From an optimization exercise on the open Yosys and OpenROAD flow, aimed at small area, a short achievable clock period and few clock cycles per item; shortcuts taken in it are not production practice.
RTL that was checked went through simulation tests only; none was proved equivalent to the original.

==> flow/design.v (excerpt) <==
module angle_frame(
	input clk,
	input rst,
	input start,
	input [11:0] x,
	input [11:0] y,
	output [55:0] frame,
	output frame_valid
    );
	reg        busy;
	reg        valid;
	reg  [20:0] dig;
	reg  [7:0]  crc_hi;          
	wire [31:0] z;
	wire [20:0] dig_next;
	wire [7:0]  crc_hi_next, crc_lo, crc_0;
	wire        far2, far1, dec;
	atang Arctg_alg(.clk(clk), .load(start), .x(x), .y(y), .z(z),
	                .far2(far2), .far1(far1), .dec(dec));
	conv_dec_ascii Conversie(.d_in(z[31:15]), .digits(dig_next));
	CRC crc_a(.digits({dig_next[20:4], 4'd0}), .crc(crc_hi_next));
	CRC crc_b(.digits({17'd0, dig[3:0]}), .crc(crc_lo));
	CRC crc_c(.digits(21'd0), .crc(crc_0));
	reg        pend;
	reg        dprev;
	wire       late = pend & (dec ^ dprev);
	wire       live = busy & ~late;
	always @(posedge clk) begin
		dig <= dig_next;
		crc_hi <= crc_hi_next;
		dprev <= dec;
		if (rst) begin
			busy  <= 1'b0;
			valid <= 1'b0;
			pend  <= 1'b0;
		end else begin
			busy  <= start | (live & ~far2);
			valid <= live & far2;
			pend  <= live & ~far2 & far1;
		end
	end
	assign frame = {7'b0011000, dig[20], 4'h3, dig[19:16], 4'h3, dig[15:12],
	                4'h3, dig[11:8], 4'h3, dig[7:4], 4'h3, dig[3:0],
	                crc_hi ^ crc_lo ^ crc_0};
	assign frame_valid = valid | late;
endmodule
Size in the first run: roughly 2500 cells after synthesis, roughly 84 I/O pins, roughly 15000 um2 of cells after synthesis.
Settings: LEC_CHECK=0, CAP_MARGIN=20, CORE_MARGIN=2, CORE_UTILIZATION=40, CTS_BUF_LIST=sky130_fd_sc_hd__clkbuf_16, CTS_CLUSTER_DIAMETER=80, CTS_CLUSTER_SIZE=24, PLACE_DENSITY=0.5, SETUP_SLACK_MARGIN=4.6, SLEW_MARGIN=20, SYNTH_MEMORY_MAX_BITS=65536; clock period 8.0 ns.
standard.sh (not shown) runs the stock make flow with config.mk's settings and CLKGATE_MAP_FILE= SYNTH_SCRIPT=/design/flow/synth_recipe.tcl, a recipe that flattens the netlist after the stock synthesis.
==> flow/flow/run.sh <==
#!/bin/bash
# Layout flow: the standard synthesis, then the combinational logic
# (everything but the flip-flops, which keep their names and cells) is
# re-mapped by ABC with an area-recovering script; then the standard
# layout from the netlist, with sky130_fd_sc_hd__buf_2 port buffers.
# Every tool's output goes to a log file in this folder.
set -euo pipefail
bash standard.sh synth > flow_synth.log 2>&1
R=orfs/results/sky130hd/angle_frame/base
cp $R/1_2_yosys.v $R/1_2_yosys_standard.v
LIB=$FLOW_HOME/platforms/sky130hd/lib/sky130_fd_sc_hd__tt_025C_1v80.lib
sed -e "s#@IN@#$R/1_2_yosys_standard.v#" -e "s#@OUT@#$R/1_2_yosys.v#" \
    -e "s#@LIB@#$LIB#g" -e "s#@ABC@#flow/resynth.abc#" flow/resynth.ys > resynth.ys
yosys -l yosys_resynth.log -q resynth.ys > /dev/null 2>&1
bash standard.sh BUFFER_PORTS_ARGS="-buffer_cell sky130_fd_sc_hd__buf_2" finish > flow_finish.log 2>&1
==> flow/flow/resynth.abc <==
strash
dch
map -B 0.2
topo
dnsize
Other scripts of this flow, unchanged in this note and not shown: flow/flow/resynth.ys
The first run completed with no timing, DRC or antenna violations.
Testbench counts at the start, summed over its fixed seeds: cycles 155,428, frames 8,000.
Next try:
==> flow/flow/resynth.abc (replaced) <==
strash
dch
map -B 0.4
topo
stime -c
upsize -c
dnsize -c
--- a/flow/config.mk
+++ b/flow/config.mk
@@ -12,5 +12,4 @@
 export CTS_CLUSTER_DIAMETER = 80
 export CTS_CLUSTER_SIZE = 24
-export PLACE_DENSITY = 0.5
 export SETUP_SLACK_MARGIN = 4.6
 export SLEW_MARGIN = 20
Outcome: Worst setup slack improves by 0.15 ns. Sequential share of layout area rose by 0.12 points.


== v32 ==
Another version of the RTL of angle_frame (not shown whole).
For scale: about 2400 cells after synthesis, roughly 84 I/O pins.
clock: 8.0 ns
lec_check: 0
cap_margin: 20
core_margin: 2
core_utilization: 35
cts_buf_list: sky130_fd_sc_hd__clkbuf_16
cts_cluster_diameter: 80
cts_cluster_size: 24
setup_slack_margin: 4.6
slew_margin: 20
synth_memory_max_bits: 65536
==> flow/flow/resynth.abc <==
strash
dch
map -B 0.4
topo
stime -c
upsize -c
dnsize -c
==> flow/flow/resynth.ys <==
read_liberty -overwrite -ignore_miss_func @LIB@
read_verilog -overwrite @IN@
hierarchy -top angle_frame
setattr -mod -set keep_hierarchy 1 sky130_fd_sc_hd__df*
flatten
opt_clean
abc -script @ABC@ -liberty @LIB@ -dont_use sky130_fd_sc_hd__lpflow_bleeder_1 -dont_use sky130_fd_sc_hd__lpflow_clkbufkapwr_1 -dont_use sky130_fd_sc_hd__lpflow_clkbufkapwr_16 -dont_use sky130_fd_sc_hd__lpflow_clkbufkapwr_2 -dont_use sky130_fd_sc_hd__lpflow_clkbufkapwr_4 -dont_use sky130_fd_sc_hd__lpflow_clkbufkapwr_8 -dont_use sky130_fd_sc_hd__lpflow_clkinvkapwr_1 -dont_use sky130_fd_sc_hd__lpflow_clkinvkapwr_16 -dont_use sky130_fd_sc_hd__lpflow_clkinvkapwr_2 -dont_use sky130_fd_sc_hd__lpflow_clkinvkapwr_4 -dont_use sky130_fd_sc_hd__lpflow_clkinvkapwr_8 -dont_use sky130_fd_sc_hd__lpflow_decapkapwr_12 -dont_use sky130_fd_sc_hd__lpflow_decapkapwr_3 -dont_use sky130_fd_sc_hd__lpflow_decapkapwr_4 -dont_use sky130_fd_sc_hd__lpflow_decapkapwr_6 -dont_use sky130_fd_sc_hd__lpflow_decapkapwr_8 -dont_use sky130_fd_sc_hd__lpflow_inputiso0n_1 -dont_use sky130_fd_sc_hd__lpflow_inputiso0p_1 -dont_use sky130_fd_sc_hd__lpflow_inputiso1n_1 -dont_use sky130_fd_sc_hd__lpflow_inputiso1p_1 -dont_use sky130_fd_sc_hd__lpflow_inputisolatch_1 -dont_use sky130_fd_sc_hd__lpflow_isobufsrc_1 -dont_use sky130_fd_sc_hd__lpflow_isobufsrc_16 -dont_use sky130_fd_sc_hd__lpflow_isobufsrc_2 -dont_use sky130_fd_sc_hd__lpflow_isobufsrc_4 -dont_use sky130_fd_sc_hd__lpflow_isobufsrc_8 -dont_use sky130_fd_sc_hd__lpflow_isobufsrckapwr_16 -dont_use sky130_fd_sc_hd__lpflow_lsbuf_lh_hl_isowell_tap_1 -dont_use sky130_fd_sc_hd__lpflow_lsbuf_lh_hl_isowell_tap_2 -dont_use sky130_fd_sc_hd__lpflow_lsbuf_lh_hl_isowell_tap_4 -dont_use sky130_fd_sc_hd__lpflow_lsbuf_lh_isowell_4 -dont_use sky130_fd_sc_hd__lpflow_lsbuf_lh_isowell_tap_1 -dont_use sky130_fd_sc_hd__lpflow_lsbuf_lh_isowell_tap_2 -dont_use sky130_fd_sc_hd__lpflow_lsbuf_lh_isowell_tap_4 -dont_use sky130_fd_sc_hd__probe_p_8 -dont_use sky130_fd_sc_hd__probec_p_8 
opt_clean -purge
hilomap -singleton -hicell sky130_fd_sc_hd__conb_1 HI -locell sky130_fd_sc_hd__conb_1 LO
setundef -zero
splitnets
opt_clean -purge
stat -liberty @LIB@
delete =sky130_fd_sc_hd__*
write_verilog -noattr -noexpr -nohex -nodec @OUT@
Scripts as last shown in full above: flow/flow/run.sh
### v32 -> v15
==> flow/flow/resynth.abc <==
strash
dch
map -B 0.5
topo
stime -c
upsize -c
dnsize -c
--- a/flow/config.mk
+++ b/flow/config.mk
@@ -8,5 +8,5 @@
 export CAP_MARGIN = 20
 export CORE_MARGIN = 2
-export CORE_UTILIZATION = 35
+export CORE_UTILIZATION = 30
 export CTS_BUF_LIST = sky130_fd_sc_hd__clkbuf_16
 export CTS_CLUSTER_DIAMETER = 80
Looking at the reports, v15 completed the entire flow and the layout it produced met the timing, design-rule and antenna checks. Across both runs, starting density of the core was lower for v15 than for v32. From v32 to v15 the numbers moved as follows: global-route wire length before repair shrank by 1900 um; detailed-route vias per instance shrank by about 6%; number of global-route vias before repair shrank by about 1.9%; utilization shrank by 5.7 points. v15 has less setup slack than v32. Cmp v15 vs v32: global-route met1 utilization lower in v15. Looking at startpoint-to-endpoint class of the critical path, the in2reg result is from v32; the reg2out one comes from v15. Floorplan check, v15 vs v32: die outline larger in v15. Relative to v32, the number of multi-input combinational cells measured on v15 has increased by a few percent.
Changes in v31 relative to v15:
==> flow/flow/resynth.abc <==
strash
dch
map -B 0.4
topo
stime -c
upsize -c
dnsize -c
--- a/flow/config.mk
+++ b/flow/config.mk
@@ -12,5 +12,5 @@
 export CTS_CLUSTER_DIAMETER = 80
 export CTS_CLUSTER_SIZE = 24
-export SETUP_SLACK_MARGIN = 4.6
+export SETUP_SLACK_MARGIN = 4.5
 export SLEW_MARGIN = 20
 export SYNTH_MEMORY_MAX_BITS = 65536
Findings:
Reported for v15 and v31, count of cells along the worst hold path turned out identical to the last digit. Between v15 and v31, cell count after synthesis is lower for v31, v15 comes in above that. Looking at v15 and v31, the hold slack is a wash. Taking v15 as the reference, in v31 final clock period utilization by the worst path neither gained nor lost much; wire length after detailed routing lost 330 um.
[inputs] v23 vs v31
==> flow/flow/resynth.abc <==
strash
dch
map -B 0.3
topo
stime -c
upsize -c
dnsize -c
--- a/flow/config.mk
+++ b/flow/config.mk
@@ -12,5 +12,5 @@
 export CTS_CLUSTER_DIAMETER = 80
 export CTS_CLUSTER_SIZE = 24
-export SETUP_SLACK_MARGIN = 4.5
+export SETUP_SLACK_MARGIN = 4.6
 export SLEW_MARGIN = 20
 export SYNTH_MEMORY_MAX_BITS = 65536
When v23 is measured against v31, its share of the clock period used by the worst path after layout turns out 1.0 points lower.
Cmp v31 and v23 / time the worst path needs with I/O delays and setup / lower: v23
Count of non-CTS inverters in the layout, v31 and v23: higher on v23
The flow did not stop early for v23: all stages ran, and the layout cleared the timing, design-rule and antenna checks.
Per the comparison of v23 with v31, global-route usage flat.
Going from v31 to v23, the number of iterations in the first detailed-routing pass was found to have gone up by 2.
Setup slack: v23 more than v31
Modified inputs, v25 compared to v23
==> flow/flow/resynth.abc <==
strash
dch
map -B 0.4
topo
stime -c
upsize -c
dnsize -c
Number of nets at the end of the flow down 8 in v25 wrt v23. Met2 track utilization from global routing (v25 over v23): increase, 0.35 points. As far as global-route usage is concerned, v25 and v23 perform about the same. v23 ended up with sky130_fd_sc_hd__a21oi_2 as its slowest cell on the critical path; v25 ended up with sky130_fd_sc_hd__dfxtp_4. Maximum frequency (v25 over v23): increase, 5.2 MHz. v25 ended with more setup slack than v23. Between v25 and v23, it is v25 whose die area is lower, by about 1.2%.
No run of this note included a check of the RTL's function; only the layout flow was run.

port drivers added, routing unchanged:
No port has a modelled driver above. Below, the same layouts with a new extraction and two added sets of constraints. Step 1: set_driving_cell puts a clkbuf_16 on clk and a buf_2 on each other input, an assumption about the parent block. Step 2 moves the port delays by t, midway between the first and last clock arrival at a register: inputs arrive t later, outputs are due t later. That takes back most of the time a late clock gives input paths. Three values: no drivers, after step 1, after step 2; two values: the first two.
| run | t (ns) | setup WS [ns] | hold slack, ns | clock arrival spread, ns | worst register clock-pin slew, ns |
|---|---|---|---|---|---|
| the first run of note 1 | 0.518 | 4.550 / 4.553 / 4.035 | 0.435 / 0.435 / 0.435 | 0.014 / 0.014 | 0.08 / 0.08 |
| the second run of note 1 | 0.519 | 4.697 / 4.693 / 4.174 | 0.439 / 0.439 / 0.439 | 0.015 / 0.014 | 0.07 / 0.07 |
| v32 | 0.516 | 4.719 / 4.679 / 4.234 | 0.454 / 0.454 / 0.454 | 0.013 / 0.013 | 0.07 / 0.07 |
| v15 | 0.546 | 4.607 / 4.549 / 4.126 | 0.440 / 0.440 / 0.440 | 0.023 / 0.023 | 0.08 / 0.08 |
| v31 | 0.540 | 4.605 / 4.572 / 4.182 | 0.440 / 0.440 / 0.440 | 0.014 / 0.013 | 0.08 / 0.08 |
| v23 | 0.517 | 4.687 / 4.704 / 4.187 | 0.441 / 0.441 / 0.441 | 0.015 / 0.014 | 0.08 / 0.08 |
| v25 | 0.539 | 4.743 / 4.682 / 4.239 | 0.430 / 0.430 / 0.430 | 0.014 / 0.014 | 0.08 / 0.08 |
After both steps every run listed still meets setup and hold. The setup slack of the second run of note 1, which loses most, moves by -0.004 ns with the drivers and by -0.523 ns with both steps.
